Context: an optimization exercise on an open-source flow, tuned for small area, a short achievable clock period and few clock cycles per item. The choices shown serve that exercise and are no tape-out recipe.
In this exercise RTL edits were held to simulation tests only and were not proved equivalent to the original.
No activity file was given, so power comes from the tool's default toggle rates.

==> flow/design.v (outline; a module is shown in full before it is edited, if it fits) <==
// module mul_s1: 690 lines
// module mul_s2: 119 lines
// module P_MIPS: 161 lines
module P_MIPS (
    input         clk,
    input         reset,
    output [31:0] imem_addr,
    input  [31:0] imem_data,
    output [31:0] dmem_addr,
    output [31:0] dmem_wdata,
    output        dmem_we,
    input  [31:0] dmem_rdata
);
  // ...
==> flow/flow/run.sh <==
#!/bin/bash
set -euo pipefail
MARGIN=$(cat flow/margin.txt)
bash standard.sh SETUP_SLACK_MARGIN=$MARGIN finish > flow_make.log 2>&1
==> flow/flow/margin.txt <==
8.3
==> flow/standard.sh <==
#!/bin/bash
# synth_recipe.tcl (not shown) runs the flow's synth.tcl, then flattens the netlist and writes it again
# the make line also repeats each setting of config.mk as NAME=value (left out here)
make -C /OpenROAD-flow-scripts/flow DESIGN_CONFIG=/design/flow/config.mk WORK_HOME=/design/flow/orfs CLKGATE_MAP_FILE= SYNTH_SCRIPT=/design/flow/synth_recipe.tcl "${@:-finish}"
==> flow/config.mk <==
export PLATFORM = sky130hd
export DESIGN_NAME = P_MIPS
export DESIGN_NICKNAME = P_MIPS
export VERILOG_FILES = /design/flow/design.v
export SDC_FILE = /design/flow/constraint.sdc
export NUM_CORES = 4
export LEC_CHECK = 0
export ABC_CLOCK_PERIOD_IN_PS = 3500
export CAP_MARGIN = 20
export CORE_MARGIN = 2
export CORE_UTILIZATION = 45
export SLEW_MARGIN = 20
==> flow/constraint.sdc <==
create_clock -name core_clock -period 12.0 [get_ports {clk}]
set_input_delay 2.4000 -clock core_clock [delete_from_list [all_inputs] [get_ports {clk}]]
set_output_delay 2.4000 -clock core_clock [all_outputs]
set_load 0.01 [all_outputs]
==> results.sh, run 1 <==
export IMPL_fin_util_pct=54.2
export IMPL_clk_power_mw=5.04
export IMPL_dp_cells=8544
export IMPL_die_y_um=410
export IMPL_combPwrFrac_pct=51.8
export IMPL_yosysTopAreaCellShare_pct=42.8
export IMPL_hold_ws_ps=342
export IMPL_num_multi_input_gates=4248
export IMPL_pg_comb_mw=12.3
export IMPL_multiInputGateArea_sq_um=34300
export IMPL_diodes=14
export IMPL_ys_seq_elements=1450
export IMPL_max_freq_ghz=0.238
export IMPL_postPlaceCellArea_sq_um=79300
export IMPL_synthArstFlopShare_pct=3.10
export IMPL_p_leak_nw=33.6
export IMPL_area_delta_synth_final_pct=20.0
export IMPL_arrival_ps=4930
export IMPL_grt_pass1_wl_um=473000
export IMPL_path_cells="buf_8, ha_4, fa_2, a21o_1, a21oi_2, o21bai_2, a2111oi_4, nor3_2, mux2i_2, nand2b_4, o211ai_1, o22a_1, mux2_4"
export IMPL_start_util_pct=45.2
export IMPL_die_w_um=410
export IMPL_status="complete, no violations"
export IMPL_min_to="e_alt[1]$_DFF_P_"
export IMPL_worst_pin_slew_ps=1290
export IMPL_crit_path_max_incr_delay_ps=360
export IMPL_crit_buf_inv=1
export IMPL_ios=163
export IMPL_powerDensity_nw_per_um2=268
export IMPL_cts_tree="built"
export IMPL_bufAreaShareNonClock_pct=6.15
export IMPL_antenna_found_initial=24
export IMPL_multi_input_area_share_pct=38.5
export IMPL_pwr_share_seq_pct=27.1
export IMPL_finalCriticalPeriod_ps=4210
export IMPL_dp_hpwl_um=202000
Testbench counts, summed over its fixed seeds: cycles 124,666, instrs 112,529.
==> module P_MIPS, before the edit <==
module P_MIPS (
    input         clk,
    input         reset,
    output [31:0] imem_addr,
    input  [31:0] imem_data,
    output [31:0] dmem_addr,
    output [31:0] dmem_wdata,
    output        dmem_we,
    input  [31:0] dmem_rdata
);
localparam NMR = 119;    
reg  [31:0] pc;
reg         d_valid;
reg  [31:0] d_ir;
reg  [31:0] d_pc4;
reg         d_pred;      
reg         e_we, e_late, e_load, e_mul, e_store, e_beq, e_pred;
reg  [4:0]  e_dest;
reg  [31:0] e_rsv, e_rtv, e_alt;
reg  [15:0] e_imm;
reg         e_bimm, e_add, e_sub, e_and, e_or, e_slt;
reg         m_we, m_load, m_mul, m_store;
reg  [4:0]  m_dest;
reg  [31:0] m_alu, m_sdata;
reg  [NMR-1:0] m_mr;
reg         w_we;
reg  [4:0]  w_dest;
reg  [31:0] w_val;
reg         rst_q;
reg  [31:0] rf [1:31];
wire [31:0] rf_wd = w_val & {32{rst_q}};
genvar gi;
generate
    for (gi = 1; gi < 32; gi = gi + 1) begin : g_rf
        always @(posedge clk)
            if (!rst_q || (w_we && w_dest == gi))
                rf[gi] <= rf_wd;
    end
endgenerate
always @(posedge clk or negedge reset)
    if (!reset) rst_q <= 1'b0;
    else        rst_q <= 1'b1;
wire [31:0] pc4 = pc + 32'd4;
wire [5:0]  f_op  = imem_data[31:26];
wire [15:0] f_imm = imem_data[15:0];
wire f_is_j   = f_op == 6'h02;
wire f_is_beq = f_op == 6'h04;
wire f_small  = (&f_imm[15:7]) || !(|f_imm[15:7]);
wire [8:0] f_blo = {1'b0, pc4[9:2]} + {1'b0, f_imm[7:0]};
wire f_near   = f_small && (f_blo[8] == f_imm[15]);
wire f_btaken = f_is_beq && f_near && (f_imm[15] || imem_data[25:21] == imem_data[20:16]);
wire f_taken  = f_is_j || f_btaken;
wire [31:0] f_tgt  = f_is_j ? {pc4[31:28], imem_data[25:0], 2'b00} :
                              {pc4[31:10], f_blo[7:0], 2'b00};
wire [5:0]  op   = d_ir[31:26];
wire [4:0]  rs   = d_ir[25:21];
wire [4:0]  rt   = d_ir[20:16];
wire [4:0]  rd   = d_ir[15:11];
wire [5:0]  fn   = d_ir[5:0];
wire [15:0] imm  = d_ir[15:0];
wire is_r    = op == 6'h00;
wire is_beq  = op == 6'h04;
wire is_addi = op == 6'h08;
wire is_lw   = op == 6'h23;
wire is_sw   = op == 6'h2B;
wire is_mul  = is_r && fn == 6'h1C;
wire [31:0] br_tgt = d_pc4 + {{14{imm[15]}}, imm, 2'b00};
wire [4:0] dest  = is_r ? rd : rt;
wire d_wr    = (is_r || is_addi || is_lw) && dest != 5'd0;
wire use_rs  = is_r || is_addi || is_lw || is_sw || is_beq;
wire use_rt  = is_r || is_sw || is_beq;
wire stall = d_valid && e_late &&
             ((use_rs && rs == e_dest) || (use_rt && rt == e_dest));
wire [31:0] opb  = e_bimm ? {{16{e_imm[15]}}, e_imm} : e_rtv;
wire [31:0] opbx = opb ^ {32{e_sub | e_slt}};
wire [32:0] sum  = {1'b0, e_rsv} + {1'b0, opbx} + {32'd0, e_sub | e_slt};
wire [31:0] alu  = ({32{e_add | e_sub}} & sum[31:0]) |
                   ({32{e_and}} & (e_rsv & opb)) |
                   ({32{e_or}}  & (e_rsv | opb)) |
                   {31'd0, e_slt & !sum[32]};
wire e_mispredict = e_beq && ((e_rsv == e_rtv) != e_pred);
wire [NMR-1:0] mul_r;
mul_s1 u_mul1 (.a(e_rsv), .b(e_rtv), .r(mul_r));
wire [31:0] m_prod;
mul_s2 u_mul2 (.r(m_mr), .p(m_prod));
wire [31:0] m_val = m_load ? dmem_rdata : m_mul ? m_prod : m_alu;
assign dmem_addr  = m_alu;
assign dmem_wdata = m_sdata;
assign dmem_we    = m_store;
assign imem_addr  = pc;
wire [31:0] rs_rf = (rs == 5'd0) ? 32'd0 : rf[rs];
wire [31:0] rt_rf = (rt == 5'd0) ? 32'd0 : rf[rt];
wire sa_e = e_we && !e_late && e_dest == rs;
wire sa_m = m_we && m_dest == rs;
wire sa_w = w_we && w_dest == rs;
wire sb_e = e_we && !e_late && e_dest == rt;
wire sb_m = m_we && m_dest == rt;
wire sb_w = w_we && w_dest == rt;
wire [31:0] rs_o = sa_m ? m_val : sa_w ? w_val : rs_rf;
wire [31:0] rt_o = sb_m ? m_val : sb_w ? w_val : rt_rf;
wire [31:0] rs_v = sa_e ? alu : rs_o;
wire [31:0] rt_v = sb_e ? alu : rt_o;
always @(posedge clk or negedge reset) begin
    if (!reset) begin
        pc      <= 32'd0;
        d_valid <= 1'b0;
        e_we <= 1'b0; e_late <= 1'b0; e_load <= 1'b0; e_mul <= 1'b0;
        e_store <= 1'b0; e_beq <= 1'b0;
        m_we <= 1'b0; m_load <= 1'b0; m_mul <= 1'b0; m_store <= 1'b0;
        w_we <= 1'b0;
    end else begin
        if (e_mispredict)  pc <= e_alt;
        else if (stall)    pc <= pc;
        else if (f_taken)  pc <= f_tgt;
        else               pc <= pc4;
        if (e_mispredict)  d_valid <= 1'b0;
        else if (!stall)   d_valid <= 1'b1;
        if (e_mispredict || stall || !d_valid) begin
            e_we <= 1'b0; e_late <= 1'b0; e_load <= 1'b0; e_mul <= 1'b0;
            e_store <= 1'b0; e_beq <= 1'b0;
        end else begin
            e_we    <= d_wr;
            e_late  <= is_lw || is_mul;
            e_load  <= is_lw;
            e_mul   <= is_mul;
            e_store <= is_sw;
            e_beq   <= is_beq;
        end
        m_we    <= e_we;
        m_load  <= e_load;
        m_mul   <= e_mul;
        m_store <= e_store;
        w_we    <= m_we;
    end
end
always @(posedge clk) begin
    if (!stall) begin
        d_ir   <= imem_data;
        d_pc4  <= pc4;
        d_pred <= f_taken;
    end
    e_dest <= dest;
    e_rsv  <= rs_v;
    e_rtv  <= rt_v;
    e_imm  <= imm;
    e_pred <= d_pred;
    e_alt  <= d_pred ? d_pc4 : br_tgt;
    e_bimm <= is_addi || is_lw || is_sw;
    e_add  <= is_addi || is_lw || is_sw || (is_r && fn == 6'h20);
    e_sub  <= is_r && fn == 6'h22;
    e_and  <= is_r && fn == 6'h24;
    e_or   <= is_r && fn == 6'h25;
    e_slt  <= is_r && fn == 6'h2A;
    m_dest  <= e_dest;
    m_alu   <= alu;
    m_sdata <= e_rtv;
    m_mr    <= mul_r;
    w_dest  <= m_dest;
    w_val   <= m_val;
end
endmodule
==> run 2: changes to the inputs <==
--- a/flow/design.v
+++ b/flow/design.v
@@ -1,13 +1,13 @@
 module mul_s1(input [31:0] a, input [31:0] b, output [118:0] r);
 wire bm0 = 1'b0, b00 = b[0], b10 = b[1];
 wire one0 = b00 ^ bm0;
-wire two0 = (b10 & ~b00 & ~bm0) | (~b10 & b00 & bm0);
-wire neg0 = b10 & ~(b00 & bm0);
+wire two0 = ~one0 & (b10 ^ b00);
+wire neg0 = b10;
 wire p0_0 = ((one0 & a[0]) | (two0 & 1'b0)) ^ neg0;
 wire p0_1 = ((one0 & a[1]) | (two0 & a[0])) ^ neg0;
 wire p0_2 = ((one0 & a[2]) | (two0 & a[1])) ^ neg0;
 wire p0_3 = ((one0 & a[3]) | (two0 & a[2])) ^ neg0;
 wire p0_4 = ((one0 & a[4]) | (two0 & a[3])) ^ neg0;
 wire p0_5 = ((one0 & a[5]) | (two0 & a[4])) ^ neg0;
 wire p0_6 = ((one0 & a[6]) | (two0 & a[5])) ^ neg0;
 wire p0_7 = ((one0 & a[7]) | (two0 & a[6])) ^ neg0;
@@ -32,18 +32,18 @@
 wire p0_26 = ((one0 & a[26]) | (two0 & a[25])) ^ neg0;
 wire p0_27 = ((one0 & a[27]) | (two0 & a[26])) ^ neg0;
 wire p0_28 = ((one0 & a[28]) | (two0 & a[27])) ^ neg0;
 wire p0_29 = ((one0 & a[29]) | (two0 & a[28])) ^ neg0;
 wire p0_30 = ((one0 & a[30]) | (two0 & a[29])) ^ neg0;
 wire p0_31 = ((one0 & a[31]) | (two0 & a[30])) ^ neg0;
 wire bm1 = b[1], b01 = b[2], b11 = b[3];
 wire one1 = b01 ^ bm1;
-wire two1 = (b11 & ~b01 & ~bm1) | (~b11 & b01 & bm1);
-wire neg1 = b11 & ~(b01 & bm1);
+wire two1 = ~one1 & (b11 ^ b01);
+wire neg1 = b11;
 wire p1_0 = ((one1 & a[0]) | (two1 & 1'b0)) ^ neg1;
 wire p1_1 = ((one1 & a[1]) | (two1 & a[0])) ^ neg1;
 wire p1_2 = ((one1 & a[2]) | (two1 & a[1])) ^ neg1;
 wire p1_3 = ((one1 & a[3]) | (two1 & a[2])) ^ neg1;
 wire p1_4 = ((one1 & a[4]) | (two1 & a[3])) ^ neg1;
 wire p1_5 = ((one1 & a[5]) | (two1 & a[4])) ^ neg1;
 wire p1_6 = ((one1 & a[6]) | (two1 & a[5])) ^ neg1;
 wire p1_7 = ((one1 & a[7]) | (two1 & a[6])) ^ neg1;
@@ -66,18 +66,18 @@
 wire p1_24 = ((one1 & a[24]) | (two1 & a[23])) ^ neg1;
 wire p1_25 = ((one1 & a[25]) | (two1 & a[24])) ^ neg1;
 wire p1_26 = ((one1 & a[26]) | (two1 & a[25])) ^ neg1;
 wire p1_27 = ((one1 & a[27]) | (two1 & a[26])) ^ neg1;
 wire p1_28 = ((one1 & a[28]) | (two1 & a[27])) ^ neg1;
 wire p1_29 = ((one1 & a[29]) | (two1 & a[28])) ^ neg1;
 wire bm2 = b[3], b02 = b[4], b12 = b[5];
 wire one2 = b02 ^ bm2;
-wire two2 = (b12 & ~b02 & ~bm2) | (~b12 & b02 & bm2);
-wire neg2 = b12 & ~(b02 & bm2);
+wire two2 = ~one2 & (b12 ^ b02);
+wire neg2 = b12;
 wire p2_0 = ((one2 & a[0]) | (two2 & 1'b0)) ^ neg2;
 wire p2_1 = ((one2 & a[1]) | (two2 & a[0])) ^ neg2;
 wire p2_2 = ((one2 & a[2]) | (two2 & a[1])) ^ neg2;
 wire p2_3 = ((one2 & a[3]) | (two2 & a[2])) ^ neg2;
 wire p2_4 = ((one2 & a[4]) | (two2 & a[3])) ^ neg2;
 wire p2_5 = ((one2 & a[5]) | (two2 & a[4])) ^ neg2;
 wire p2_6 = ((one2 & a[6]) | (two2 & a[5])) ^ neg2;
 wire p2_7 = ((one2 & a[7]) | (two2 & a[6])) ^ neg2;
@@ -98,18 +98,18 @@
 wire p2_22 = ((one2 & a[22]) | (two2 & a[21])) ^ neg2;
 wire p2_23 = ((one2 & a[23]) | (two2 & a[22])) ^ neg2;
 wire p2_24 = ((one2 & a[24]) | (two2 & a[23])) ^ neg2;
 wire p2_25 = ((one2 & a[25]) | (two2 & a[24])) ^ neg2;
 wire p2_26 = ((one2 & a[26]) | (two2 & a[25])) ^ neg2;
 wire p2_27 = ((one2 & a[27]) | (two2 & a[26])) ^ neg2;
 wire bm3 = b[5], b03 = b[6], b13 = b[7];
 wire one3 = b03 ^ bm3;
-wire two3 = (b13 & ~b03 & ~bm3) | (~b13 & b03 & bm3);
-wire neg3 = b13 & ~(b03 & bm3);
+wire two3 = ~one3 & (b13 ^ b03);
+wire neg3 = b13;
 wire p3_0 = ((one3 & a[0]) | (two3 & 1'b0)) ^ neg3;
 wire p3_1 = ((one3 & a[1]) | (two3 & a[0])) ^ neg3;
 wire p3_2 = ((one3 & a[2]) | (two3 & a[1])) ^ neg3;
 wire p3_3 = ((one3 & a[3]) | (two3 & a[2])) ^ neg3;
 wire p3_4 = ((one3 & a[4]) | (two3 & a[3])) ^ neg3;
 wire p3_5 = ((one3 & a[5]) | (two3 & a[4])) ^ neg3;
 wire p3_6 = ((one3 & a[6]) | (two3 & a[5])) ^ neg3;
 wire p3_7 = ((one3 & a[7]) | (two3 & a[6])) ^ neg3;
@@ -128,18 +128,18 @@
 wire p3_20 = ((one3 & a[20]) | (two3 & a[19])) ^ neg3;
 wire p3_21 = ((one3 & a[21]) | (two3 & a[20])) ^ neg3;
 wire p3_22 = ((one3 & a[22]) | (two3 & a[21])) ^ neg3;
 wire p3_23 = ((one3 & a[23]) | (two3 & a[22])) ^ neg3;
 wire p3_24 = ((one3 & a[24]) | (two3 & a[23])) ^ neg3;
 wire p3_25 = ((one3 & a[25]) | (two3 & a[24])) ^ neg3;
 wire bm4 = b[7], b04 = b[8], b14 = b[9];
 wire one4 = b04 ^ bm4;
-wire two4 = (b14 & ~b04 & ~bm4) | (~b14 & b04 & bm4);
-wire neg4 = b14 & ~(b04 & bm4);
+wire two4 = ~one4 & (b14 ^ b04);
+wire neg4 = b14;
 wire p4_0 = ((one4 & a[0]) | (two4 & 1'b0)) ^ neg4;
 wire p4_1 = ((one4 & a[1]) | (two4 & a[0])) ^ neg4;
 wire p4_2 = ((one4 & a[2]) | (two4 & a[1])) ^ neg4;
 wire p4_3 = ((one4 & a[3]) | (two4 & a[2])) ^ neg4;
 wire p4_4 = ((one4 & a[4]) | (two4 & a[3])) ^ neg4;
 wire p4_5 = ((one4 & a[5]) | (two4 & a[4])) ^ neg4;
 wire p4_6 = ((one4 & a[6]) | (two4 & a[5])) ^ neg4;
 wire p4_7 = ((one4 & a[7]) | (two4 & a[6])) ^ neg4;
@@ -156,18 +156,18 @@
 wire p4_18 = ((one4 & a[18]) | (two4 & a[17])) ^ neg4;
 wire p4_19 = ((one4 & a[19]) | (two4 & a[18])) ^ neg4;
 wire p4_20 = ((one4 & a[20]) | (two4 & a[19])) ^ neg4;
 wire p4_21 = ((one4 & a[21]) | (two4 & a[20])) ^ neg4;
 wire p4_22 = ((one4 & a[22]) | (two4 & a[21])) ^ neg4;
 wire p4_23 = ((one4 & a[23]) | (two4 & a[22])) ^ neg4;
 wire bm5 = b[9], b05 = b[10], b15 = b[11];
 wire one5 = b05 ^ bm5;
-wire two5 = (b15 & ~b05 & ~bm5) | (~b15 & b05 & bm5);
-wire neg5 = b15 & ~(b05 & bm5);
+wire two5 = ~one5 & (b15 ^ b05);
+wire neg5 = b15;
 wire p5_0 = ((one5 & a[0]) | (two5 & 1'b0)) ^ neg5;
 wire p5_1 = ((one5 & a[1]) | (two5 & a[0])) ^ neg5;
 wire p5_2 = ((one5 & a[2]) | (two5 & a[1])) ^ neg5;
 wire p5_3 = ((one5 & a[3]) | (two5 & a[2])) ^ neg5;
 wire p5_4 = ((one5 & a[4]) | (two5 & a[3])) ^ neg5;
 wire p5_5 = ((one5 & a[5]) | (two5 & a[4])) ^ neg5;
 wire p5_6 = ((one5 & a[6]) | (two5 & a[5])) ^ neg5;
 wire p5_7 = ((one5 & a[7]) | (two5 & a[6])) ^ neg5;
@@ -182,18 +182,18 @@
 wire p5_16 = ((one5 & a[16]) | (two5 & a[15])) ^ neg5;
 wire p5_17 = ((one5 & a[17]) | (two5 & a[16])) ^ neg5;
 wire p5_18 = ((one5 & a[18]) | (two5 & a[17])) ^ neg5;
 wire p5_19 = ((one5 & a[19]) | (two5 & a[18])) ^ neg5;
 wire p5_20 = ((one5 & a[20]) | (two5 & a[19])) ^ neg5;
 wire p5_21 = ((one5 & a[21]) | (two5 & a[20])) ^ neg5;
 wire bm6 = b[11], b06 = b[12], b16 = b[13];
 wire one6 = b06 ^ bm6;
-wire two6 = (b16 & ~b06 & ~bm6) | (~b16 & b06 & bm6);
-wire neg6 = b16 & ~(b06 & bm6);
+wire two6 = ~one6 & (b16 ^ b06);
+wire neg6 = b16;
 wire p6_0 = ((one6 & a[0]) | (two6 & 1'b0)) ^ neg6;
 wire p6_1 = ((one6 & a[1]) | (two6 & a[0])) ^ neg6;
 wire p6_2 = ((one6 & a[2]) | (two6 & a[1])) ^ neg6;
 wire p6_3 = ((one6 & a[3]) | (two6 & a[2])) ^ neg6;
 wire p6_4 = ((one6 & a[4]) | (two6 & a[3])) ^ neg6;
 wire p6_5 = ((one6 & a[5]) | (two6 & a[4])) ^ neg6;
 wire p6_6 = ((one6 & a[6]) | (two6 & a[5])) ^ neg6;
 wire p6_7 = ((one6 & a[7]) | (two6 & a[6])) ^ neg6;
@@ -206,18 +206,18 @@
 wire p6_14 = ((one6 & a[14]) | (two6 & a[13])) ^ neg6;
 wire p6_15 = ((one6 & a[15]) | (two6 & a[14])) ^ neg6;
 wire p6_16 = ((one6 & a[16]) | (two6 & a[15])) ^ neg6;
 wire p6_17 = ((one6 & a[17]) | (two6 & a[16])) ^ neg6;
 wire p6_18 = ((one6 & a[18]) | (two6 & a[17])) ^ neg6;
 wire p6_19 = ((one6 & a[19]) | (two6 & a[18])) ^ neg6;
 wire bm7 = b[13], b07 = b[14], b17 = b[15];
 wire one7 = b07 ^ bm7;
-wire two7 = (b17 & ~b07 & ~bm7) | (~b17 & b07 & bm7);
-wire neg7 = b17 & ~(b07 & bm7);
+wire two7 = ~one7 & (b17 ^ b07);
+wire neg7 = b17;
 wire p7_0 = ((one7 & a[0]) | (two7 & 1'b0)) ^ neg7;
 wire p7_1 = ((one7 & a[1]) | (two7 & a[0])) ^ neg7;
 wire p7_2 = ((one7 & a[2]) | (two7 & a[1])) ^ neg7;
 wire p7_3 = ((one7 & a[3]) | (two7 & a[2])) ^ neg7;
 wire p7_4 = ((one7 & a[4]) | (two7 & a[3])) ^ neg7;
 wire p7_5 = ((one7 & a[5]) | (two7 & a[4])) ^ neg7;
 wire p7_6 = ((one7 & a[6]) | (two7 & a[5])) ^ neg7;
 wire p7_7 = ((one7 & a[7]) | (two7 & a[6])) ^ neg7;
@@ -228,18 +228,18 @@
 wire p7_12 = ((one7 & a[12]) | (two7 & a[11])) ^ neg7;
 wire p7_13 = ((one7 & a[13]) | (two7 & a[12])) ^ neg7;
 wire p7_14 = ((one7 & a[14]) | (two7 & a[13])) ^ neg7;
 wire p7_15 = ((one7 & a[15]) | (two7 & a[14])) ^ neg7;
 wire p7_16 = ((one7 & a[16]) | (two7 & a[15])) ^ neg7;
 wire p7_17 = ((one7 & a[17]) | (two7 & a[16])) ^ neg7;
 wire bm8 = b[15], b08 = b[16], b18 = b[17];
 wire one8 = b08 ^ bm8;
-wire two8 = (b18 & ~b08 & ~bm8) | (~b18 & b08 & bm8);
-wire neg8 = b18 & ~(b08 & bm8);
+wire two8 = ~one8 & (b18 ^ b08);
+wire neg8 = b18;
 wire p8_0 = ((one8 & a[0]) | (two8 & 1'b0)) ^ neg8;
 wire p8_1 = ((one8 & a[1]) | (two8 & a[0])) ^ neg8;
 wire p8_2 = ((one8 & a[2]) | (two8 & a[1])) ^ neg8;
 wire p8_3 = ((one8 & a[3]) | (two8 & a[2])) ^ neg8;
 wire p8_4 = ((one8 & a[4]) | (two8 & a[3])) ^ neg8;
 wire p8_5 = ((one8 & a[5]) | (two8 & a[4])) ^ neg8;
 wire p8_6 = ((one8 & a[6]) | (two8 & a[5])) ^ neg8;
 wire p8_7 = ((one8 & a[7]) | (two8 & a[6])) ^ neg8;
@@ -248,96 +248,96 @@
 wire p8_10 = ((one8 & a[10]) | (two8 & a[9])) ^ neg8;
 wire p8_11 = ((one8 & a[11]) | (two8 & a[10])) ^ neg8;
 wire p8_12 = ((one8 & a[12]) | (two8 & a[11])) ^ neg8;
 wire p8_13 = ((one8 & a[13]) | (two8 & a[12])) ^ neg8;
 wire p8_14 = ((one8 & a[14]) | (two8 & a[13])) ^ neg8;
 wire p8_15 = ((one8 & a[15]) | (two8 & a[14])) ^ neg8;
 wire bm9 = b[17], b09 = b[18], b19 = b[19];
 wire one9 = b09 ^ bm9;
-wire two9 = (b19 & ~b09 & ~bm9) | (~b19 & b09 & bm9);
-wire neg9 = b19 & ~(b09 & bm9);
+wire two9 = ~one9 & (b19 ^ b09);
+wire neg9 = b19;
 wire p9_0 = ((one9 & a[0]) | (two9 & 1'b0)) ^ neg9;
 wire p9_1 = ((one9 & a[1]) | (two9 & a[0])) ^ neg9;
 wire p9_2 = ((one9 & a[2]) | (two9 & a[1])) ^ neg9;
 wire p9_3 = ((one9 & a[3]) | (two9 & a[2])) ^ neg9;
 wire p9_4 = ((one9 & a[4]) | (two9 & a[3])) ^ neg9;
 wire p9_5 = ((one9 & a[5]) | (two9 & a[4])) ^ neg9;
 wire p9_6 = ((one9 & a[6]) | (two9 & a[5])) ^ neg9;
 wire p9_7 = ((one9 & a[7]) | (two9 & a[6])) ^ neg9;
 wire p9_8 = ((one9 & a[8]) | (two9 & a[7])) ^ neg9;
 wire p9_9 = ((one9 & a[9]) | (two9 & a[8])) ^ neg9;
 wire p9_10 = ((one9 & a[10]) | (two9 & a[9])) ^ neg9;
 wire p9_11 = ((one9 & a[11]) | (two9 & a[10])) ^ neg9;
 wire p9_12 = ((one9 & a[12]) | (two9 & a[11])) ^ neg9;
 wire p9_13 = ((one9 & a[13]) | (two9 & a[12])) ^ neg9;
 wire bm10 = b[19], b010 = b[20], b110 = b[21];
 wire one10 = b010 ^ bm10;
-wire two10 = (b110 & ~b010 & ~bm10) | (~b110 & b010 & bm10);
-wire neg10 = b110 & ~(b010 & bm10);
+wire two10 = ~one10 & (b110 ^ b010);
+wire neg10 = b110;
 wire p10_0 = ((one10 & a[0]) | (two10 & 1'b0)) ^ neg10;
 wire p10_1 = ((one10 & a[1]) | (two10 & a[0])) ^ neg10;
 wire p10_2 = ((one10 & a[2]) | (two10 & a[1])) ^ neg10;
 wire p10_3 = ((one10 & a[3]) | (two10 & a[2])) ^ neg10;
 wire p10_4 = ((one10 & a[4]) | (two10 & a[3])) ^ neg10;
 wire p10_5 = ((one10 & a[5]) | (two10 & a[4])) ^ neg10;
 wire p10_6 = ((one10 & a[6]) | (two10 & a[5])) ^ neg10;
 wire p10_7 = ((one10 & a[7]) | (two10 & a[6])) ^ neg10;
 wire p10_8 = ((one10 & a[8]) | (two10 & a[7])) ^ neg10;
 wire p10_9 = ((one10 & a[9]) | (two10 & a[8])) ^ neg10;
 wire p10_10 = ((one10 & a[10]) | (two10 & a[9])) ^ neg10;
 wire p10_11 = ((one10 & a[11]) | (two10 & a[10])) ^ neg10;
 wire bm11 = b[21], b011 = b[22], b111 = b[23];
 wire one11 = b011 ^ bm11;
-wire two11 = (b111 & ~b011 & ~bm11) | (~b111 & b011 & bm11);
-wire neg11 = b111 & ~(b011 & bm11);
+wire two11 = ~one11 & (b111 ^ b011);
+wire neg11 = b111;
 wire p11_0 = ((one11 & a[0]) | (two11 & 1'b0)) ^ neg11;
 wire p11_1 = ((one11 & a[1]) | (two11 & a[0])) ^ neg11;
 wire p11_2 = ((one11 & a[2]) | (two11 & a[1])) ^ neg11;
 wire p11_3 = ((one11 & a[3]) | (two11 & a[2])) ^ neg11;
 wire p11_4 = ((one11 & a[4]) | (two11 & a[3])) ^ neg11;
 wire p11_5 = ((one11 & a[5]) | (two11 & a[4])) ^ neg11;
 wire p11_6 = ((one11 & a[6]) | (two11 & a[5])) ^ neg11;
 wire p11_7 = ((one11 & a[7]) | (two11 & a[6])) ^ neg11;
 wire p11_8 = ((one11 & a[8]) | (two11 & a[7])) ^ neg11;
 wire p11_9 = ((one11 & a[9]) | (two11 & a[8])) ^ neg11;
 wire bm12 = b[23], b012 = b[24], b112 = b[25];
 wire one12 = b012 ^ bm12;
-wire two12 = (b112 & ~b012 & ~bm12) | (~b112 & b012 & bm12);
-wire neg12 = b112 & ~(b012 & bm12);
+wire two12 = ~one12 & (b112 ^ b012);
+wire neg12 = b112;
 wire p12_0 = ((one12 & a[0]) | (two12 & 1'b0)) ^ neg12;
 wire p12_1 = ((one12 & a[1]) | (two12 & a[0])) ^ neg12;
 wire p12_2 = ((one12 & a[2]) | (two12 & a[1])) ^ neg12;
 wire p12_3 = ((one12 & a[3]) | (two12 & a[2])) ^ neg12;
 wire p12_4 = ((one12 & a[4]) | (two12 & a[3])) ^ neg12;
 wire p12_5 = ((one12 & a[5]) | (two12 & a[4])) ^ neg12;
 wire p12_6 = ((one12 & a[6]) | (two12 & a[5])) ^ neg12;
 wire p12_7 = ((one12 & a[7]) | (two12 & a[6])) ^ neg12;
 wire bm13 = b[25], b013 = b[26], b113 = b[27];
 wire one13 = b013 ^ bm13;
-wire two13 = (b113 & ~b013 & ~bm13) | (~b113 & b013 & bm13);
-wire neg13 = b113 & ~(b013 & bm13);
+wire two13 = ~one13 & (b113 ^ b013);
+wire neg13 = b113;
 wire p13_0 = ((one13 & a[0]) | (two13 & 1'b0)) ^ neg13;
 wire p13_1 = ((one13 & a[1]) | (two13 & a[0])) ^ neg13;
 wire p13_2 = ((one13 & a[2]) | (two13 & a[1])) ^ neg13;
 wire p13_3 = ((one13 & a[3]) | (two13 & a[2])) ^ neg13;
 wire p13_4 = ((one13 & a[4]) | (two13 & a[3])) ^ neg13;
 wire p13_5 = ((one13 & a[5]) | (two13 & a[4])) ^ neg13;
 wire bm14 = b[27], b014 = b[28], b114 = b[29];
 wire one14 = b014 ^ bm14;
-wire two14 = (b114 & ~b014 & ~bm14) | (~b114 & b014 & bm14);
-wire neg14 = b114 & ~(b014 & bm14);
+wire two14 = ~one14 & (b114 ^ b014);
+wire neg14 = b114;
 wire p14_0 = ((one14 & a[0]) | (two14 & 1'b0)) ^ neg14;
 wire p14_1 = ((one14 & a[1]) | (two14 & a[0])) ^ neg14;
 wire p14_2 = ((one14 & a[2]) | (two14 & a[1])) ^ neg14;
 wire p14_3 = ((one14 & a[3]) | (two14 & a[2])) ^ neg14;
 wire bm15 = b[29], b015 = b[30], b115 = b[31];
 wire one15 = b015 ^ bm15;
-wire two15 = (b115 & ~b015 & ~bm15) | (~b115 & b015 & bm15);
-wire neg15 = b115 & ~(b015 & bm15);
+wire two15 = ~one15 & (b115 ^ b015);
+wire neg15 = b115;
 wire p15_0 = ((one15 & a[0]) | (two15 & 1'b0)) ^ neg15;
 wire p15_1 = ((one15 & a[1]) | (two15 & a[0])) ^ neg15;
 wire s1 = p0_24 ^ p1_22;
 wire c2 = p0_24 & p1_22;
 wire s3 = p0_25 ^ p1_23;
 wire c4 = p0_25 & p1_23;
 wire s5 = p0_26 ^ p1_24 ^ p2_22;
 wire c6 = (p0_26 & p1_24) | (p0_26 & p2_22) | (p1_24 & p2_22);
@@ -820,19 +820,18 @@
 localparam NMR = 119;    
 reg  [31:0] pc;
 reg         d_valid;
 reg  [31:0] d_ir;
 reg  [31:0] d_pc4;
 reg         d_pred;      
 reg         e_we, e_late, e_load, e_mul, e_store, e_beq, e_pred;
 reg  [4:0]  e_dest;
-reg  [31:0] e_rsv, e_rtv, e_alt;
-reg  [15:0] e_imm;
-reg         e_bimm, e_add, e_sub, e_and, e_or, e_slt;
+reg  [31:0] e_rsv, e_rtv, e_opb, e_alt;    
+reg         e_add, e_sub, e_and, e_or, e_slt;
 reg         m_we, m_load, m_mul, m_store;
 reg  [4:0]  m_dest;
 reg  [31:0] m_alu, m_sdata;
 reg  [NMR-1:0] m_mr;
 reg         w_we;
 reg  [4:0]  w_dest;
 reg  [31:0] w_val;
 reg         rst_q;
@@ -849,23 +848,22 @@
 always @(posedge clk or negedge reset)
     if (!reset) rst_q <= 1'b0;
     else        rst_q <= 1'b1;
 wire [31:0] pc4 = pc + 32'd4;
 wire [5:0]  f_op  = imem_data[31:26];
 wire [15:0] f_imm = imem_data[15:0];
 wire f_is_j   = f_op == 6'h02;
 wire f_is_beq = f_op == 6'h04;
-wire f_small  = (&f_imm[15:7]) || !(|f_imm[15:7]);
-wire [8:0] f_blo = {1'b0, pc4[9:2]} + {1'b0, f_imm[7:0]};
-wire f_near   = f_small && (f_blo[8] == f_imm[15]);
-wire f_btaken = f_is_beq && f_near && (f_imm[15] || imem_data[25:21] == imem_data[20:16]);
-wire f_taken  = f_is_j || f_btaken;
-wire [31:0] f_tgt  = f_is_j ? {pc4[31:28], imem_data[25:0], 2'b00} :
-                              {pc4[31:10], f_blo[7:0], 2'b00};
+wire f_small  = (&f_imm[15:5]) || !(|f_imm[15:5]);
+wire f_bt     = f_is_beq && f_small && (f_imm[15] || imem_data[25:21] == imem_data[20:16]);
+wire f_taken  = f_is_j || f_bt;
+wire [5:0]  f_low  = pc4[7:2] + f_imm[5:0];
+wire [31:0] f_btgt = {pc4[31:8], f_low, 2'b00};
+wire [31:0] f_jtgt = {pc4[31:28], imem_data[25:0], 2'b00};
 wire [5:0]  op   = d_ir[31:26];
 wire [4:0]  rs   = d_ir[25:21];
 wire [4:0]  rt   = d_ir[20:16];
 wire [4:0]  rd   = d_ir[15:11];
 wire [5:0]  fn   = d_ir[5:0];
 wire [15:0] imm  = d_ir[15:0];
 wire is_r    = op == 6'h00;
 wire is_beq  = op == 6'h04;
@@ -875,60 +873,64 @@
 wire is_mul  = is_r && fn == 6'h1C;
 wire [31:0] br_tgt = d_pc4 + {{14{imm[15]}}, imm, 2'b00};
 wire [4:0] dest  = is_r ? rd : rt;
 wire d_wr    = (is_r || is_addi || is_lw) && dest != 5'd0;
 wire use_rs  = is_r || is_addi || is_lw || is_sw || is_beq;
 wire use_rt  = is_r || is_sw || is_beq;
 wire stall = d_valid && e_late &&
              ((use_rs && rs == e_dest) || (use_rt && rt == e_dest));
-wire [31:0] opb  = e_bimm ? {{16{e_imm[15]}}, e_imm} : e_rtv;
-wire [31:0] opbx = opb ^ {32{e_sub | e_slt}};
-wire [32:0] sum  = {1'b0, e_rsv} + {1'b0, opbx} + {32'd0, e_sub | e_slt};
+wire [32:0] sum  = {1'b0, e_rsv} + {1'b0, e_opb} + {32'd0, e_sub | e_slt};
 wire [31:0] alu  = ({32{e_add | e_sub}} & sum[31:0]) |
-                   ({32{e_and}} & (e_rsv & opb)) |
-                   ({32{e_or}}  & (e_rsv | opb)) |
+                   ({32{e_and}} & (e_rsv & e_opb)) |
+                   ({32{e_or}}  & (e_rsv | e_opb)) |
                    {31'd0, e_slt & !sum[32]};
 wire e_mispredict = e_beq && ((e_rsv == e_rtv) != e_pred);
+wire d_fix = d_valid && is_beq && d_pred && br_tgt[31:8] != d_pc4[31:8] && !stall;
+wire [31:0] pc_other = e_mispredict ? e_alt : d_fix ? br_tgt : stall ? pc : pc4;
+wire f_ok   = !stall && !e_mispredict && !d_fix;
+wire f_go_b = f_ok && f_bt;
+wire f_go_j = f_ok && f_is_j;
 wire [NMR-1:0] mul_r;
 mul_s1 u_mul1 (.a(e_rsv), .b(e_rtv), .r(mul_r));
 wire [31:0] m_prod;
 mul_s2 u_mul2 (.r(m_mr), .p(m_prod));
-wire [31:0] m_val = m_load ? dmem_rdata : m_mul ? m_prod : m_alu;
+wire [31:0] m_val = m_mul ? m_prod : m_load ? dmem_rdata : m_alu;
 assign dmem_addr  = m_alu;
 assign dmem_wdata = m_sdata;
 assign dmem_we    = m_store;
 assign imem_addr  = pc;
 wire [31:0] rs_rf = (rs == 5'd0) ? 32'd0 : rf[rs];
 wire [31:0] rt_rf = (rt == 5'd0) ? 32'd0 : rf[rt];
 wire sa_e = e_we && !e_late && e_dest == rs;
 wire sa_m = m_we && m_dest == rs;
 wire sa_w = w_we && w_dest == rs;
 wire sb_e = e_we && !e_late && e_dest == rt;
 wire sb_m = m_we && m_dest == rt;
 wire sb_w = w_we && w_dest == rt;
 wire [31:0] rs_o = sa_m ? m_val : sa_w ? w_val : rs_rf;
 wire [31:0] rt_o = sb_m ? m_val : sb_w ? w_val : rt_rf;
 wire [31:0] rs_v = sa_e ? alu : rs_o;
 wire [31:0] rt_v = sb_e ? alu : rt_o;
+wire d_bimm = is_addi || is_lw || is_sw;
+wire d_inv  = is_r && (fn == 6'h22 || fn == 6'h2A);
+wire [31:0] opb_v = d_bimm ? {{16{imm[15]}}, imm} : (rt_v ^ {32{d_inv}});
 always @(posedge clk or negedge reset) begin
     if (!reset) begin
         pc      <= 32'd0;
         d_valid <= 1'b0;
         e_we <= 1'b0; e_late <= 1'b0; e_load <= 1'b0; e_mul <= 1'b0;
         e_store <= 1'b0; e_beq <= 1'b0;
         m_we <= 1'b0; m_load <= 1'b0; m_mul <= 1'b0; m_store <= 1'b0;
         w_we <= 1'b0;
     end else begin
-        if (e_mispredict)  pc <= e_alt;
-        else if (stall)    pc <= pc;
-        else if (f_taken)  pc <= f_tgt;
-        else               pc <= pc4;
+        pc <= ({32{f_go_b}} & f_btgt) | ({32{f_go_j}} & f_jtgt) |
+              ({32{!f_go_b && !f_go_j}} & pc_other);
         if (e_mispredict)  d_valid <= 1'b0;
-        else if (!stall)   d_valid <= 1'b1;
+        else if (!stall)   d_valid <= !d_fix;
         if (e_mispredict || stall || !d_valid) begin
             e_we <= 1'b0; e_late <= 1'b0; e_load <= 1'b0; e_mul <= 1'b0;
             e_store <= 1'b0; e_beq <= 1'b0;
         end else begin
             e_we    <= d_wr;
             e_late  <= is_lw || is_mul;
             e_load  <= is_lw;
             e_mul   <= is_mul;
@@ -946,20 +948,19 @@
     if (!stall) begin
         d_ir   <= imem_data;
         d_pc4  <= pc4;
         d_pred <= f_taken;
     end
     e_dest <= dest;
     e_rsv  <= rs_v;
     e_rtv  <= rt_v;
-    e_imm  <= imm;
     e_pred <= d_pred;
     e_alt  <= d_pred ? d_pc4 : br_tgt;
-    e_bimm <= is_addi || is_lw || is_sw;
+    e_opb  <= opb_v;
     e_add  <= is_addi || is_lw || is_sw || (is_r && fn == 6'h20);
     e_sub  <= is_r && fn == 6'h22;
     e_and  <= is_r && fn == 6'h24;
     e_or   <= is_r && fn == 6'h25;
     e_slt  <= is_r && fn == 6'h2A;
     m_dest  <= e_dest;
     m_alu   <= alu;
     m_sdata <= e_rtv;
==> results.sh, run 2 <==
export IMPL_critPathMaxFanout=4
export IMPL_yosysTopAreaCellShare_pct=40.6
export IMPL_yosys_top_cells_area="edfxtp_1 (41%), dfxtp_1 (9.2%), a22oi_1 (5.8%)"
export IMPL_dp_hpwl_um=207000
export IMPL_worst_pin_slew_ps=1250
export IMPL_place_congestion=0.986
export IMPL_synth_compound_area_share_pct=22.4
export IMPL_swShare_pct=41.5
export IMPL_wl_met3_um=63700
export IMPL_crit_required_ps=12660
export IMPL_max_freq_ghz=0.228
export IMPL_p_clk_share_pct=21.2
export IMPL_synth_area_per_cell_sq_um=10.9
export IMPL_fin_util_pct=55.2
export IMPL_muxShareOfSynthArea_pct=1.42
export IMPL_h_tree_depth=4
export IMPL_m1WireLength_um=131000
export IMPL_highest_layer="met5"
export IMPL_ios=163
export IMPL_p_int_mw=13.8
export IMPL_antenna_found_initial=14
export IMPL_finalInstanceArea_sq_um=94900
export IMPL_p_leak_nw=35.3
export IMPL_powerDensity_nw_per_um2=248
export IMPL_drt_total_wl_um=381000
export IMPL_cts_tree="built"
export IMPL_grt_pass1_vias=66900
export IMPL_setup_ws_ps=7610
export IMPL_drv_slew=0
export IMPL_area_delta_synth_final_pct=21.5
export IMPL_final_common_cell="edfxtp_1"
export IMPL_hold_path_class="flop to flop"
export IMPL_place_ws_ps=6300
export IMPL_netlist_instances=7184
export IMPL_synth_most_common_cell="edfxtp_1"
export IMPL_status="complete, no violations"
export IMPL_die_y_um=421
export IMPL_overflow=0
export IMPL_ys_flop_type="edfxtp_1"
export IMPL_top_regs="rf: 992 flops, m_mr: 119 flops"
export IMPL_fillers=14400
export IMPL_finalCritPeriodShare_pct=36.6
export IMPL_pwr_share_seq_pct=27.4
export IMPL_largest_reg_flops=992
export IMPL_yosys_warnings=34
export IMPL_combPwrFrac_pct=51.4
export IMPL_vdd_ir_drop_max_mv=0.418
export IMPL_dr_wl_met2_um=152000
export IMPL_ys_seq_elements=1461
export IMPL_finalCriticalPeriod_ps=4390
export IMPL_numCtsBuffers=162
export IMPL_synth_top_family_by_area="compound AO/OA/AOI/OAI gates"
export IMPL_synthTopCellsByCount="edfxtp_1 (1057), a22oi_1 (607), clkbuf_1 (539)"
export IMPL_synth_xor_area_share_pct=3.59
export IMPL_fin_skew_ps=33.4
export IMPL_startpoint_type="flop"
export IMPL_std_cell_rows=152
export IMPL_top_register="rf"
export IMPL_clock_sinks=1461
export IMPL_io_buffer_count=162
export IMPL_postPlaceCellArea_sq_um=82800
export IMPL_critPathKind="flop to flop"
export IMPL_avgRoutedWirePerCell_um=38.7
export IMPL_synth_edf_count=1057
export IMPL_start_util_pct=45.4
export IMPL_clk_pin_slew_ps=60
export IMPL_drc=0
export IMPL_synth_area_sq_um=78100
export IMPL_slew_headroom_pct=16.2
export IMPL_via_per_inst=7.31
export IMPL_drt_iter0_drc=15400
export IMPL_arrival_ps=5050
export IMPL_maxCapViolCount=0
export IMPL_ant_nets=0
export IMPL_clock_latency_ps=840
export IMPL_drt_first_pass_iters=12
export IMPL_final_cell_mix="edfxtp_1 (1057), a22oi_1 (605), nand2_1 (469), nor2_1 (434), buf_4 (339)"
export IMPL_yosys_area_share_simple_pct=9.37
export IMPL_final_layout_size_suffix_gt1_share_pct=20.2
export IMPL_hold_violations=0
export IMPL_final_setup_tns_ps=0
export IMPL_synthAdderAreaFrac_pct=7.49
export IMPL_grt_pass1_wl_um=517000
export IMPL_grt_setup_unrepaired="yes"
export IMPL_setup_violations_final=0
export IMPL_yosysSeqAreaShare_pct=51.3
export IMPL_synthArstFlopShare_pct=3.08
export IMPL_clock_path_buffers=3
export IMPL_synth_net_count=7602
export IMPL_grt_usage_pct=41.6
export IMPL_total_power_mw=23.6
export IMPL_cts_hold_buf=0
export IMPL_num_vias=72100
export IMPL_grt_max_degree=67
export IMPL_dieArea_sq_um=177000
export IMPL_power_switching_mw=9.78
export IMPL_nets=7825
export IMPL_cp_end_kind="flop"
export IMPL_die_w_um=421
export IMPL_core_area_sq_um=172000
export IMPL_clockRootBuffer="clkbuf_16"
export IMPL_synth_top_area_cell="edfxtp_1"
export IMPL_yosys_cell_types_count=93
## run 2: cell count changes after synthesis, moves of 125 or more
cell,change
clkbuf_1,+155
nor2_1,+264
a221oi_1,+273
a22oi_1,-471
xnor2_1,-125
a22o_1,+163
## run 2: power by group through the flow
stage               Combinational [mW]  Clock [mW]  Sequential, mW
floorplan                         5.43           0            6.38
global placement                  8.07           0            6.52
detailed placement                8.20           0            6.53
CTS                               10.7        4.97            6.43
global route                      12.6        5.17            6.48
finish                            12.1        5.00            6.45
## run 2: stage by stage
| stage | std cells | hold slack, ps |
|---|---|---|
| CTS | 9766 | 338 |
| global placement | 9231 | 333 |
| global route | 9846 | 338 |
| finish | 9858 | 337 |
| floorplan | 7184 | 329 |
| detailed placement | 9232 | 335 |
## run 2: path summary, 6_finish.rpt
kind | startpoint | to | slack, ps | cells past startpoint
worst min-delay path | e_mul$_DFF_PN0_ | m_mul$_DFF_PN0_ | 340 | 0
min in group asynchronous | reset | pc[28]$_DFF_PN0_ | 1720 | 2
max in group asynchronous | reset | rst_q$_DFF_PN0_ | 9720 | 2
worst max register to register | m_mr[33]$_DFF_P_ | e_opb[23]$_DFF_P_ | 7610 | 17
worst min register to register | e_mul$_DFF_PN0_ | m_mul$_DFF_PN0_ | 340 | 0
worst max-delay path | m_mr[33]$_DFF_P_ | e_opb[23]$_DFF_P_ | 7610 | 17
## run 2: cells by family after synthesis
kind of cell               after synthesis
buffers and inverters                  894
DFF                                   1461
adders and majority gates              352
muxes                                  108
other                                    1
and+or+nand+nor                       1598
xor gates and xnor gates               312
AOI/OAI and AO/OA                     2458
## run 2: final cells by class
class                   count  area [sq um]  share of cell area (%)
clock inverters            92           853                   0.900
flip-flops and latches   1461         40300                    42.4
diodes                     12          30.0                  0.0317
inverters                 260          1010                    1.07
repair buffers            690          7200                    7.59
clock buffers             201          4350                    4.58
multi-input cells        4832         38300                    40.3
well taps                2310          2890                    3.05
## run 2: repair_timing
| item | 4_1_cts | 5_1_grt |
|---|---|---|
| pin swaps | 160 | 81 |
| cloned | 24 | 8 |
| endpoints found under the setup margin | 306 | 215 |
| setup buffers | 217 | 70 |
| gates resized for setup | 1194 | 209 |
## run 2: critical path: stages (launching register included)
cell and delay, ps:
dfxtp_1 360, inv_1 70, fa_1 460, fa_1 540, inv_2 70, ha_4 260
a21oi_4 190, o21ai_2 110, a2111oi_4 470, o311ai_4 230, a31o_4 280, a21oi_4 190
xor2_4 340, a21oi_4 130, o21ai_2 210, o21ai_2 90, nand2_1 110, o211ai_1 90
## run 2: layer usage
metal / track usage [%] / up-vias
met2: 58.0 / 7265
li1: - / 28100
met1: 52.3 / 34800
met3: 17.7 / 1943
met5: 1.64 / -
met4: 26.9 / 29
Testbench counts of run 2, summed over its fixed seeds: cycles 124,887, instrs 112,529.
==> run 3: changes to the inputs <==
--- a/flow/design.v
+++ b/flow/design.v
@@ -807,6 +807,20 @@
 wire [31:0] y = {c478, c476, c474, c472, c470, c468, c466, c464, c462, c460, c458, c456, c454, c452, c450, c448, c446, c444, c442, c440, c438, c436, c434, c432, c430, c428, c426, c424, c422, s421, 1'b0, r[1]};
 assign p = x + y;
 endmodule
+module rf_read (
+    input  [991:0] regs,     
+    input  [4:0]   sel,
+    output [31:0]  q
+);
+integer i;
+reg [31:0] acc;
+always @(*) begin
+    acc = 32'd0;
+    for (i = 1; i < 32; i = i + 1)
+        acc = acc | ({32{sel == i}} & regs[(i-1)*32 +: 32]);
+end
+assign q = acc;
+endmodule
 module P_MIPS (
     input         clk,
     input         reset,
@@ -823,10 +837,12 @@
 reg  [31:0] d_ir;
 reg  [31:0] d_pc4;
 reg         d_pred;      
+reg         d_cross;     
 reg         e_we, e_late, e_load, e_mul, e_store, e_beq, e_pred;
 reg  [4:0]  e_dest;
-reg  [31:0] e_rsv, e_rtv, e_opb, e_alt;    
-reg         e_add, e_sub, e_and, e_or, e_slt;
+reg  [31:0] e_rsv, e_rtv, e_alt;
+reg  [15:0] e_imm;
+reg         e_bimm, e_add, e_sub, e_and, e_or, e_slt;
 reg         m_we, m_load, m_mul, m_store;
 reg  [4:0]  m_dest;
 reg  [31:0] m_alu, m_sdata;
@@ -856,8 +872,9 @@
 wire f_small  = (&f_imm[15:5]) || !(|f_imm[15:5]);
 wire f_bt     = f_is_beq && f_small && (f_imm[15] || imem_data[25:21] == imem_data[20:16]);
 wire f_taken  = f_is_j || f_bt;
-wire [5:0]  f_low  = pc4[7:2] + f_imm[5:0];
-wire [31:0] f_btgt = {pc4[31:8], f_low, 2'b00};
+wire [6:0]  f_low  = {1'b0, pc4[7:2]} + {1'b0, f_imm[5:0]};
+wire [31:0] f_btgt = {pc4[31:8], f_low[5:0], 2'b00};
+wire f_cross = f_low[6] != f_imm[15];
 wire [31:0] f_jtgt = {pc4[31:28], imem_data[25:0], 2'b00};
 wire [5:0]  op   = d_ir[31:26];
 wire [4:0]  rs   = d_ir[25:21];
@@ -878,13 +895,15 @@
 wire use_rt  = is_r || is_sw || is_beq;
 wire stall = d_valid && e_late &&
              ((use_rs && rs == e_dest) || (use_rt && rt == e_dest));
-wire [32:0] sum  = {1'b0, e_rsv} + {1'b0, e_opb} + {32'd0, e_sub | e_slt};
+wire [31:0] opb  = e_bimm ? {{16{e_imm[15]}}, e_imm} : e_rtv;
+wire [31:0] opbx = opb ^ {32{e_sub | e_slt}};
+wire [32:0] sum  = {1'b0, e_rsv} + {1'b0, opbx} + {32'd0, e_sub | e_slt};
 wire [31:0] alu  = ({32{e_add | e_sub}} & sum[31:0]) |
-                   ({32{e_and}} & (e_rsv & e_opb)) |
-                   ({32{e_or}}  & (e_rsv | e_opb)) |
+                   ({32{e_and}} & (e_rsv & opb)) |
+                   ({32{e_or}}  & (e_rsv | opb)) |
                    {31'd0, e_slt & !sum[32]};
 wire e_mispredict = e_beq && ((e_rsv == e_rtv) != e_pred);
-wire d_fix = d_valid && is_beq && d_pred && br_tgt[31:8] != d_pc4[31:8] && !stall;
+wire d_fix = d_valid && is_beq && d_pred && d_cross && !stall;
 wire [31:0] pc_other = e_mispredict ? e_alt : d_fix ? br_tgt : stall ? pc : pc4;
 wire f_ok   = !stall && !e_mispredict && !d_fix;
 wire f_go_b = f_ok && f_bt;
@@ -893,26 +912,32 @@
 mul_s1 u_mul1 (.a(e_rsv), .b(e_rtv), .r(mul_r));
 wire [31:0] m_prod;
 mul_s2 u_mul2 (.r(m_mr), .p(m_prod));
-wire [31:0] m_val = m_mul ? m_prod : m_load ? dmem_rdata : m_alu;
+wire [31:0] m_vnm = m_load ? dmem_rdata : m_alu;    
 assign dmem_addr  = m_alu;
 assign dmem_wdata = m_sdata;
 assign dmem_we    = m_store;
 assign imem_addr  = pc;
-wire [31:0] rs_rf = (rs == 5'd0) ? 32'd0 : rf[rs];
-wire [31:0] rt_rf = (rt == 5'd0) ? 32'd0 : rf[rt];
+wire [991:0] rf_flat;
+generate
+    for (gi = 1; gi < 32; gi = gi + 1) begin : g_rff
+        assign rf_flat[(gi-1)*32 +: 32] = rf[gi];
+    end
+endgenerate
+wire [31:0] rs_rf, rt_rf;
+rf_read u_rs (.regs(rf_flat), .sel(rs), .q(rs_rf));
+rf_read u_rt (.regs(rf_flat), .sel(rt), .q(rt_rf));
 wire sa_e = e_we && !e_late && e_dest == rs;
 wire sa_m = m_we && m_dest == rs;
 wire sa_w = w_we && w_dest == rs;
 wire sb_e = e_we && !e_late && e_dest == rt;
 wire sb_m = m_we && m_dest == rt;
 wire sb_w = w_we && w_dest == rt;
-wire [31:0] rs_o = sa_m ? m_val : sa_w ? w_val : rs_rf;
-wire [31:0] rt_o = sb_m ? m_val : sb_w ? w_val : rt_rf;
-wire [31:0] rs_v = sa_e ? alu : rs_o;
-wire [31:0] rt_v = sb_e ? alu : rt_o;
-wire d_bimm = is_addi || is_lw || is_sw;
-wire d_inv  = is_r && (fn == 6'h22 || fn == 6'h2A);
-wire [31:0] opb_v = d_bimm ? {{16{imm[15]}}, imm} : (rt_v ^ {32{d_inv}});
+wire sa_p = !sa_e && sa_m && m_mul;
+wire sb_p = !sb_e && sb_m && m_mul;
+wire [31:0] rs_o = sa_m ? m_vnm : sa_w ? w_val : rs_rf;
+wire [31:0] rt_o = sb_m ? m_vnm : sb_w ? w_val : rt_rf;
+wire [31:0] rs_v = sa_p ? m_prod : sa_e ? alu : rs_o;
+wire [31:0] rt_v = sb_p ? m_prod : sb_e ? alu : rt_o;
 always @(posedge clk or negedge reset) begin
     if (!reset) begin
         pc      <= 32'd0;
@@ -949,13 +974,15 @@
         d_ir   <= imem_data;
         d_pc4  <= pc4;
         d_pred <= f_taken;
+        d_cross <= f_cross;
     end
     e_dest <= dest;
     e_rsv  <= rs_v;
     e_rtv  <= rt_v;
     e_pred <= d_pred;
     e_alt  <= d_pred ? d_pc4 : br_tgt;
-    e_opb  <= opb_v;
+    e_imm  <= imm;
+    e_bimm <= is_addi || is_lw || is_sw;
     e_add  <= is_addi || is_lw || is_sw || (is_r && fn == 6'h20);
     e_sub  <= is_r && fn == 6'h22;
     e_and  <= is_r && fn == 6'h24;
@@ -966,6 +993,6 @@
     m_sdata <= e_rtv;
     m_mr    <= mul_r;
     w_dest  <= m_dest;
-    w_val   <= m_val;
+    w_val   <= m_mul ? m_prod : m_vnm;
 end
 endmodule
--- a/flow/config.mk
+++ b/flow/config.mk
@@ -9,4 +9,6 @@
 export CAP_MARGIN = 20
 export CORE_MARGIN = 2
 export CORE_UTILIZATION = 45
+export CTS_CLUSTER_DIAMETER = 70
+export CTS_CLUSTER_SIZE = 30
 export SLEW_MARGIN = 20
==> results.sh, run 3 <==
export IMPL_cp_end_kind="flop"
export IMPL_worstSetupStartpoint="m_mr[16]$_DFF_P_"
export IMPL_swShare_pct=43.2
export IMPL_setup_violations_final=0
export IMPL_multiInputGateArea_sq_um=38300
export IMPL_via_per_inst=7.05
export IMPL_clock_path_buffers=3
export IMPL_startpoint_type="flop"
export IMPL_synth_edf_count=1058
export IMPL_synthArstFlopShare_pct=3.11
export IMPL_place_ws_ps=6610
export IMPL_r2r_cells=19
export IMPL_numCtsBuffers=101
export IMPL_netlist_instances=7706
export IMPL_dieArea_sq_um=178000
export IMPL_setup_ws_ps=8050
export IMPL_yosys_top_cells_area="edfxtp_1 (40%), a22oi_1 (9.0%), dfxtp_1 (8.7%)"
export IMPL_synth_area_per_cell_sq_um=10.2
export IMPL_path_cells="fa_1, inv_2, fa_1, inv_2, ha_4, o21ai_4, o311a_1, o31ai_4, a21oi_4, o211ai_1, buf_4, buf_4, buf_4, a211oi_2, xor2_1, buf_4, a21oi_4, a21oi_2, a21oi_1"
export IMPL_clk_pin_slew_ps=80
export IMPL_ios=163
export IMPL_ant_nets=0
export IMPL_cts_hold_buf=0
export IMPL_dp_cells=9738
export IMPL_critPathSlowestCell="fa_1"
export IMPL_die_w_um=422
export IMPL_drt_total_wl_um=367000
export IMPL_synthTopCellsByCount="edfxtp_1 (1058), a22oi_1 (945), nand2_1 (929)"
export IMPL_die_y_um=422
export IMPL_hold_path_class="flop to flop"
export IMPL_final_cells=10200
export IMPL_arrival_ps=4590
export IMPL_final_common_cell="edfxtp_1"
export IMPL_fin_skew_ps=57.6
export IMPL_critical_path_endpoint="e_rtv[29]$_DFF_P_"
export IMPL_worst_pin_slew_ps=1180
export IMPL_place_congestion=0.958
export IMPL_slew_headroom_pct=21.0
export IMPL_power_switching_mw=9.54
export IMPL_overflow=0
export IMPL_crit_path_max_incr_delay_ps=550
export IMPL_p_int_mw=12.5
export IMPL_final_setup_tns_ps=0
export IMPL_register_area_sq_um=40000
export IMPL_clockRootBuffer="clkbuf_16"
export IMPL_grt_setup_unrepaired="yes"
export IMPL_p_leak_nw=34.1
export IMPL_drv_slew=0
export IMPL_top_regs="rf: 992 flops, m_mr: 119 flops"
export IMPL_vdd_ir_drop_max_mv=0.458
export IMPL_ys_seq_elements=1447
export IMPL_finalCriticalPeriod_ps=3950
export IMPL_synth_top_area_cell="edfxtp_1"
export IMPL_synth_net_count=8091
export IMPL_drt_iter0_drc=14200
export IMPL_final_layout_size_suffix_gt1_share_pct=15.4
export IMPL_nets=8131
export IMPL_p_clk_share_pct=17.8
export IMPL_r2r_end="e_rtv[29]$_DFF_P_"
export IMPL_yosysTopAreaCellShare_pct=40.3
export IMPL_status="complete, no violations"
export IMPL_combPwrFrac_pct=53.2
export IMPL_pwr_share_seq_pct=29.1
export IMPL_synth_area_sq_um=78800
export IMPL_max_freq_ghz=0.253
export IMPL_powerDensity_nw_per_um2=242
export IMPL_top_register="rf"
export IMPL_critPathKind="flop to flop"
export IMPL_num_vias=71700
export IMPL_hold_ws_ps=351
export IMPL_yosysSeqAreaShare_pct=50.5
export IMPL_cts_tree="built"
export IMPL_largest_reg_flops=992
export IMPL_io_buffer_count=162
export IMPL_yosys_cell_types_count=84
export IMPL_r2r_start="m_mr[16]$_DFF_P_"
export IMPL_grt_usage_pct=39.6
export IMPL_area_delta_synth_final_pct=15.7
export IMPL_crit_required_ps=12650
export IMPL_clock_latency_ps=810
export IMPL_synth_most_common_cell="edfxtp_1"
export IMPL_drc=0
export IMPL_antenna_found_initial=12
export IMPL_yosys_warnings=3
export IMPL_r2r_slack_ps=8050
export IMPL_finalCritPeriodShare_pct=32.9
export IMPL_h_tree_depth=3
export IMPL_grt_pass1_wl_um=504000
export IMPL_avgRoutedWirePerCell_um=36.1
export IMPL_finalInstanceArea_sq_um=91100
export IMPL_std_cell_rows=153
export IMPL_drt_first_pass_iters=10
export IMPL_hold_violations=0
export IMPL_postPlaceCellArea_sq_um=83200
export IMPL_critPathMaxFanout=5
export IMPL_grt_max_degree=85
export IMPL_dp_hpwl_um=207000
export IMPL_start_util_pct=45.3
export IMPL_cpMostUsedCell="buf_4"
export IMPL_fillers=15300
export IMPL_core_area_sq_um=174000
export IMPL_grt_pass1_vias=66200
export IMPL_clock_sinks=1447
export IMPL_final_cell_mix="edfxtp_1 (1058), a22oi_1 (942), nand2_1 (917), nor2_1 (487), o21ai_0 (435)"
export IMPL_maxCapViolCount=0
export IMPL_ys_flop_type="edfxtp_1"
-- run 3: cell types whose count changed in the layout (fill, tap and decap cells not counted), sizes merged, moves of 83 or more --
cell / before / now
nand3: 114 / 197
clkbuf: 213 / 116
o21ai: 400 / 521
a22o: 192 / 20
a221oi: 288 / 66
a22oi: 607 / 945
nand2: 496 / 929
-- run 3: worst min-delay path by stage --
stage	end	depth (start not counted)	slack, ps	start
detailed placement	m_load$_DFF_PN0_	0	330	e_load$_DFF_PN0_
global placement	m_load$_DFF_PN0_	0	330	e_load$_DFF_PN0_
CTS	m_load$_DFF_PN0_	0	350	e_load$_DFF_PN0_
finish	m_load$_DFF_PN0_	0	350	e_load$_DFF_PN0_
floorplan	m_mr[11]$_DFF_P_	0	330	e_rtv[5]$_DFF_P_
global route	m_mul$_DFF_PN0_	0	350	e_mul$_DFF_PN0_
-- run 3: power groups by stage --
stage | clock network [mW] | logic, mW | registers, mW
after global placement | 0 | 8.10 | 6.57
after detailed placement | 0 | 8.20 | 6.58
after floorplan | 0 | 5.14 | 6.35
after CTS | 3.91 | 10.2 | 6.41
after global routing | 4.09 | 12.4 | 6.47
final | 3.92 | 11.7 | 6.43
-- run 3: per-layer routing --
layer | vias to the layer above | GRT usage, % | routed length (um)
met5 | - | 0 | 49
met4 | 6 | 27.2 | 32600
met3 | 1574 | 13.5 | 57800
met2 | 6567 | 55.5 | 147000
met1 | 34600 | 51.5 | 129000
li1 | 29000 | - | -
-- run 3: layout make-up --
type | count | area share, %
sequential | 1447 | 43.9
multi-input combinational | 5420 | 42.0
timing repair buffer | 586 | 6.04
tap | 2325 | 3.19
clock buffer | 109 | 2.86
clock inverter | 83 | 1.18
inverter | 190 | 0.809
antenna | 8 | 0.0220
-- run 3: stage by stage --
step                      power, mW  util, %
after floorplan                11.5        -
after global placement         14.7     47.9
after detailed placement       14.8     47.9
after CTS                      20.5     51.6
after global routing           22.9     52.4
final                          22.1     52.4
-- run 3: critical path, delay by kind of cell (launching register included) --
kind                       cells  cell delay, ps
xor gates and xnor gates       1             170
buffers and inverters          6             690
DFF                            1             330
adders and majority gates      3            1260
AOI/OAI and AO/OA              9            1380
-- run 3: kinds of logic after synthesis --
family / synth area share (%)
buf+inv: 4.06
compound gates: 21.5
simple gates: 12.0
flops: 50.5
fa+ha+maj: 7.65
other cells: 0.00476
xor+xnor: 3.16
mux: 1.15
-- run 3: repair_timing --
action                                  CTS  global route
buffers inserted                        151            71
pin swaps                                90            90
resized for setup                       909           204
cloned                                    6             2
endpoints found under the setup margin  292           164
Testbench counts of run 3, summed over its fixed seeds: cycles 124,887, instrs 112,529.

==> port drivers added, routing unchanged <==
The flow's constraints put no driver on any port. The routed layouts listed below were extracted and timed again, unchanged, in two steps.
Step 1, drivers: a clkbuf_16 drives clk and a buf_2 each remaining input, both assumed.
Step 2 adds t to the input delays and takes it off the output delays; t is the mean of the earliest and latest rising clock arrival at the registers after step 1. Input paths then give back, and output paths get back, about the clock's delay inside the block.
a / b / c = ideal / step 1 / step 2; a / b = the first two.
run	t (ns)	slack for setup (ns)	worst setup path at the end	worst register clock-pin slew, ns	worst slew at a driven data input, ns
run 1	0.924	7.794 / 7.803 / 6.919	input to register	0.07 / 0.07	0.17
run 2	0.922	7.606 / 7.606 / 6.990	input to register	0.07 / 0.07	0.06
run 3	0.861	8.054 / 8.054 / 7.412	input to register	0.11 / 0.11	0.08
After both steps every run listed still meets setup and hold. The setup slack of run 1, which loses most, moves by +0.009 ns with the drivers and by -0.875 ns with both steps.
